Source: an optimization exercise on an open RTL-to-GDS flow (aim: small area). Production flows keep margins and buffers that such runs may drop.
At most, simulation tests tie the RTL to the original design; equivalence was not proved.
Power is estimated from default activity; no workload was simulated.

==> 02-26: inputs <==
==> flow/design.v <==
module encoder_monitor (
  input clk,
  input reset,
  input encoder_a,
  input encoder_b,
  input  [ 3:0] CP_AWADDR,
  input  [ 2:0] CP_AWPROT,
  input         CP_AWVALID,
  output        CP_AWREADY,
  input  [63:0] CP_WDATA,
  input  [ 7:0] CP_WSTRB,
  input         CP_WVALID,
  output        CP_WREADY,
  output [ 1:0] CP_BRESP,
  output logic  CP_BVALID,
  input         CP_BREADY,
  input  [ 3:0] CP_ARADDR,
  input  [ 2:0] CP_ARPROT,
  input         CP_ARVALID,
  output        CP_ARREADY,
  output logic [63:0] CP_RDATA,
  output [ 1:0] CP_RRESP,
  output logic  CP_RVALID,
  input         CP_RREADY,
  output logic [63:0] MSG_tdata,
  output logic        MSG_tvalid,
  input               MSG_tready
);
  typedef enum {
    s_idle,
    s_work
  } fsm_states;
  fsm_states  main_fsm;
  logic [1:0] encoder_val;               
  logic [1:0] encoder_val_z;
  logic [1:0] encoder_val_zz;
  logic [1:0] encoder_val_zzz;
  logic [1:0] increment_value;
  logic [1:0] decrement_value;
  logic       change_encoder;
  logic       change_encoder_z;
  logic [63:0] position;
  logic [63:0] new_position;
  logic        set_position;
  function logic[1:0] f_inc_val(logic [1:0] val);
      case (val)
          2'b00 : 
              f_inc_val = 2'b01;
          2'b11 :
              f_inc_val = 2'b10;
          2'b01 :
              f_inc_val = 2'b11;
          default :
              f_inc_val = 2'b00;
      endcase
  endfunction
  function logic[1:0] f_dec_val(logic [1:0] val);
      case (val)
          2'b00 : 
              f_dec_val = 2'b10;
          2'b10 :
              f_dec_val = 2'b11;
          2'b11 :
              f_dec_val = 2'b01;
          default :
              f_dec_val = 2'b00;
      endcase
  endfunction
  assign encoder_val = {encoder_b, encoder_a};
  always_ff @(posedge clk) begin
    encoder_val_zzz <= encoder_val_zz;
    encoder_val_zz <= encoder_val_z;
    encoder_val_z <= encoder_val;
  end
  assign change_encoder = (encoder_val_zzz != encoder_val_zz) ? 1'b1 : 1'b0;
  always_ff @(posedge clk, posedge reset) begin
    if (reset == 1'b1) begin
      main_fsm <= s_idle;
    end else begin
      case (main_fsm)
        s_idle : begin
          increment_value <= f_inc_val(encoder_val_zz);
          decrement_value <= f_dec_val(encoder_val_zz);
          main_fsm <= s_work;
        end
        s_work : begin
          if (change_encoder == 1'b1) begin
            increment_value <= f_inc_val(encoder_val_zz);
            decrement_value <= f_dec_val(encoder_val_zz);
          end
        end
        default: begin
          main_fsm <= s_idle;
        end
      endcase
    end
  end
  always_ff @(posedge clk, posedge reset) begin
    if (reset == 1'b1) begin
      position <= 64'd0;
    end else begin
      if (set_position == 1'b1) begin
        position <= new_position;
      end else if (change_encoder == 1'b1 && encoder_val_zz == increment_value) begin
        position <= position + 'd1;
      end else if (change_encoder == 1'b1 && encoder_val_zz == decrement_value) begin
        position <= position - 'd1;
      end else if (change_encoder == 1'b1) begin
        position <= position;
      end
    end
  end
  always_ff @(posedge clk, posedge reset) begin
    if (reset == 1'b1) begin
      change_encoder_z <= 1'b0;
    end else begin
      change_encoder_z <= change_encoder;
    end
  end
  always_ff @(posedge clk, posedge reset) begin
    if (reset == 1'b1) begin
      MSG_tvalid <= 1'b0;
    end else begin
      if (MSG_tready == 1'b1) begin
        MSG_tvalid <= 1'b0;
      end
      if (change_encoder_z == 1'b1 && (MSG_tvalid == 1'b0 || MSG_tready == 1'b1)) begin
        MSG_tdata <= position;
        MSG_tvalid <= 1'b1;
      end
    end
  end
  assign CP_RRESP = 2'b00;
  assign CP_ARREADY = 1'b1;
  always_ff @(posedge clk, posedge reset) begin
    if (reset == 1'b1) begin
      CP_RVALID <= 1'b0;
    end else begin
      if (CP_RREADY == 1'b1) begin
        CP_RVALID <= 1'b0;
      end
      if (CP_ARVALID == 1'b1) begin
        CP_RVALID <= 1'b1;
        CP_RDATA <= position;
      end
    end
  end
  assign CP_BRESP = 2'b00;
  assign CP_AWREADY = 1'b1;
  assign CP_WREADY = 1'b1;
  always_ff @(posedge clk, posedge reset) begin
    if (reset == 1'b1) begin
      CP_BVALID <= 1'b0;
      set_position <= 1'b0;
    end else begin
      if (CP_WVALID == 1'b1) begin
        CP_BVALID <= 1'b1;
      end else if (CP_BREADY == 1'b1) begin
        CP_BVALID <= 1'b0;
      end
      if (CP_WVALID == 1'b1) begin
        set_position <= 1'b1;
        new_position <= CP_WDATA;
      end else begin
        set_position <= 1'b0;
      end
    end
  end
endmodule
module encoder_monitor_wrap(
  input clk,
  input reset,
  input encoder_a,
  input encoder_b,
  input  [ 3:0] CP_AWADDR,
  input  [ 2:0] CP_AWPROT,
  input         CP_AWVALID,
  output        CP_AWREADY,
  input  [63:0] CP_WDATA,
  input  [ 7:0] CP_WSTRB,
  input         CP_WVALID,
  output        CP_WREADY,
  output [ 1:0] CP_BRESP,
  output        CP_BVALID,
  input         CP_BREADY,
  input  [ 3:0] CP_ARADDR,
  input  [ 2:0] CP_ARPROT,
  input         CP_ARVALID,
  output        CP_ARREADY,
  output [63:0] CP_RDATA,
  output [ 1:0] CP_RRESP,
  output        CP_RVALID,
  input         CP_RREADY,
  output [63:0] tdata,
  output        tvalid,
  input         tready
);
  encoder_monitor encoder_monitor_inst (
    .clk        (clk),
    .reset      (reset),
    .encoder_a  (encoder_a),
    .encoder_b  (encoder_b),
    .CP_AWADDR  (CP_AWADDR),
    .CP_AWPROT  (CP_AWPROT),
    .CP_AWVALID (CP_AWVALID),
    .CP_AWREADY (CP_AWREADY),
    .CP_WDATA   (CP_WDATA),
    .CP_WSTRB   (CP_WSTRB),
    .CP_WVALID  (CP_WVALID),
    .CP_WREADY  (CP_WREADY),
    .CP_BRESP   (CP_BRESP),
    .CP_BVALID  (CP_BVALID),
    .CP_BREADY  (CP_BREADY),
    .CP_ARADDR  (CP_ARADDR),
    .CP_ARPROT  (CP_ARPROT),
    .CP_ARVALID (CP_ARVALID),
    .CP_ARREADY (CP_ARREADY),
    .CP_RDATA   (CP_RDATA),
    .CP_RRESP   (CP_RRESP),
    .CP_RVALID  (CP_RVALID),
    .CP_RREADY  (CP_RREADY),
    .MSG_tdata  (tdata),
    .MSG_tvalid (tvalid),
    .MSG_tready (tready)
  );
endmodule
==> flow/run.sh <==
#!/bin/bash
# synth_recipe.tcl (not shown) runs the flow's synth.tcl, then flattens the netlist and writes it again
# the make line also repeats each setting of config.mk as NAME=value (left out here)
make -C /OpenROAD-flow-scripts/flow DESIGN_CONFIG=/design/flow/config.mk WORK_HOME=/design/flow/orfs CLKGATE_MAP_FILE= SYNTH_SCRIPT=/design/flow/synth_recipe.tcl finish
==> flow/config.mk <==
export PLATFORM = sky130hd
export DESIGN_NAME = encoder_monitor_wrap
export DESIGN_NICKNAME = encoder_monitor_wrap
export VERILOG_FILES = /design/flow/design.v
export SDC_FILE = /design/flow/constraint.sdc
export NUM_CORES = 4
export LEC_CHECK = 0
export CAP_MARGIN = 20
export CORE_MARGIN = 2
export CORE_UTILIZATION = 40
export SLEW_MARGIN = 20
==> flow/constraint.sdc <==
create_clock -name core_clock -period 6.0 [get_ports {clk}]
set_input_delay 1.2000 -clock core_clock [delete_from_list [all_inputs] [get_ports {clk}]]
set_output_delay 1.2000 -clock core_clock [all_outputs]
set_load 0.01 [all_outputs]
==> 12-01 (differences from 02-26) <==
==> flow/design.v, changed modules only <==
module encoder_monitor (
  input clk,
  input reset,
  input encoder_a,
  input encoder_b,
  input  [ 3:0] CP_AWADDR,
  input  [ 2:0] CP_AWPROT,
  input         CP_AWVALID,
  output        CP_AWREADY,
  input  [63:0] CP_WDATA,
  input  [ 7:0] CP_WSTRB,
  input         CP_WVALID,
  output        CP_WREADY,
  output [ 1:0] CP_BRESP,
  output logic  CP_BVALID,
  input         CP_BREADY,
  input  [ 3:0] CP_ARADDR,
  input  [ 2:0] CP_ARPROT,
  input         CP_ARVALID,
  output        CP_ARREADY,
  output logic [63:0] CP_RDATA,
  output [ 1:0] CP_RRESP,
  output logic  CP_RVALID,
  input         CP_RREADY,
  output logic [63:0] MSG_tdata,
  output logic        MSG_tvalid,
  input               MSG_tready
);
  logic [1:0] encoder_val_z;
  logic [1:0] encoder_val_zz;
  logic [1:0] encoder_val_zzz;
  always_ff @(posedge clk) begin
    encoder_val_zzz <= encoder_val_zz;
    encoder_val_zz  <= encoder_val_z;
    encoder_val_z   <= {encoder_b, encoder_a};
  end
  wire a_changed = encoder_val_zz[0] ^ encoder_val_zzz[0];
  wire b_changed = encoder_val_zz[1] ^ encoder_val_zzz[1];
  wire change_encoder = a_changed | b_changed;
  wire step_valid = a_changed ^ b_changed;             
  wire step_down = encoder_val_zzz[0] ^ encoder_val_zz[1];
  logic        change_encoder_z;
  logic [63:0] position;
  logic [63:0] new_position;
  logic        set_position;
  wire [63:0] prop = position ^ {64{step_down}};
  logic [64:0] carry;
  assign carry[0] = step_valid;
  genvar gi;
  generate
    for (gi = 0; gi < 64; gi = gi + 1) begin : g_carry
      assign carry[gi+1] = carry[gi] & prop[gi];
    end
  endgenerate
  always_ff @(posedge clk, posedge reset) begin
    if (reset) begin
      position <= 64'd0;
    end else begin
      position <= set_position ? new_position : position ^ carry[63:0];
    end
  end
  always_ff @(posedge clk) begin
    new_position <= CP_WDATA;
  end
  always_ff @(posedge clk, posedge reset) begin
    if (reset) begin
      set_position     <= 1'b0;
      CP_BVALID        <= 1'b0;
      CP_RVALID        <= 1'b0;
      MSG_tvalid       <= 1'b0;
      change_encoder_z <= 1'b0;
    end else begin
      set_position     <= CP_WVALID;
      CP_BVALID        <= CP_WVALID | (CP_BVALID & ~CP_BREADY);
      CP_RVALID        <= CP_ARVALID | (CP_RVALID & ~CP_RREADY);
      MSG_tvalid       <= change_encoder_z | (MSG_tvalid & ~MSG_tready);
      change_encoder_z <= change_encoder;
    end
  end
  always_ff @(posedge clk) begin
    if (CP_ARVALID) CP_RDATA <= position;
    if (change_encoder_z & (~MSG_tvalid | MSG_tready)) MSG_tdata <= position;
  end
  assign CP_RRESP   = 2'b00;
  assign CP_ARREADY = 1'b1;
  assign CP_BRESP   = 2'b00;
  assign CP_AWREADY = 1'b1;
  assign CP_WREADY  = 1'b1;
endmodule
==> comparison table <==
| item | 12-01 | 02-26 |
|---|---|---|
| Area overhead of the layout relative to synthesis | 32.8% | 26.1% |
| Status | no timing/DRC/antenna violations | no timing/DRC/antenna violations |
| Gate count after technology mapping | 747 | 1080 |
| Adder and majority cell fraction of the synthesized area | 0.00123 | 0.0634 |
| Share of the synthesized area in compound gates (AO/OA/AOI/OAI) | 0.0584 | 0.139 |
| Clock power share | 0.399 | 0.254 |
| Final core area utilization | 0.538 | 0.510 |
| Pin slew with the least headroom to its limit | 0.955 ns | 0.949 ns |
| Chip Width | 163 um | 185 um |
| Number of non-clock inverters | 5 | 29 |
| Final weighted congestion of routability-driven global placement | 0.708 | 0.872 |
| Cell Rows | 58 | 66 |
| Layout clock buffer count | 40 | 38 |
| Non-filler cells, final | 1305 | 1742 |
| Number of antenna violations at the first check in global routing | 1 | 3 |
No functional check of the RTL was part of 02-26.

-- static timing again, ports no longer ideal --
Ports are ideal in the flow. The routed layouts listed here were re-timed in OpenROAD.
Step 1 sets driving cells, clkbuf_16 on the clock port and buf_2 on the other inputs (assumed; they add their load-dependent delay and slew).
Step 2 also shifts input and output timing later by t, the mid clock arrival at the registers, as if the neighbouring blocks saw the same clock.
a / b / c = ideal ports / drivers / drivers and shift; a / b = the first two.
run | shift t [ns] | slack for setup (ns) | worst setup path after step 2
02-26 | 0.595 | 1.202 / 1.202 / 1.202 | register to register
12-01 | 0.570 | 2.172 / 2.172 / 2.172 | register to register
After both steps every run listed still meets setup and hold.
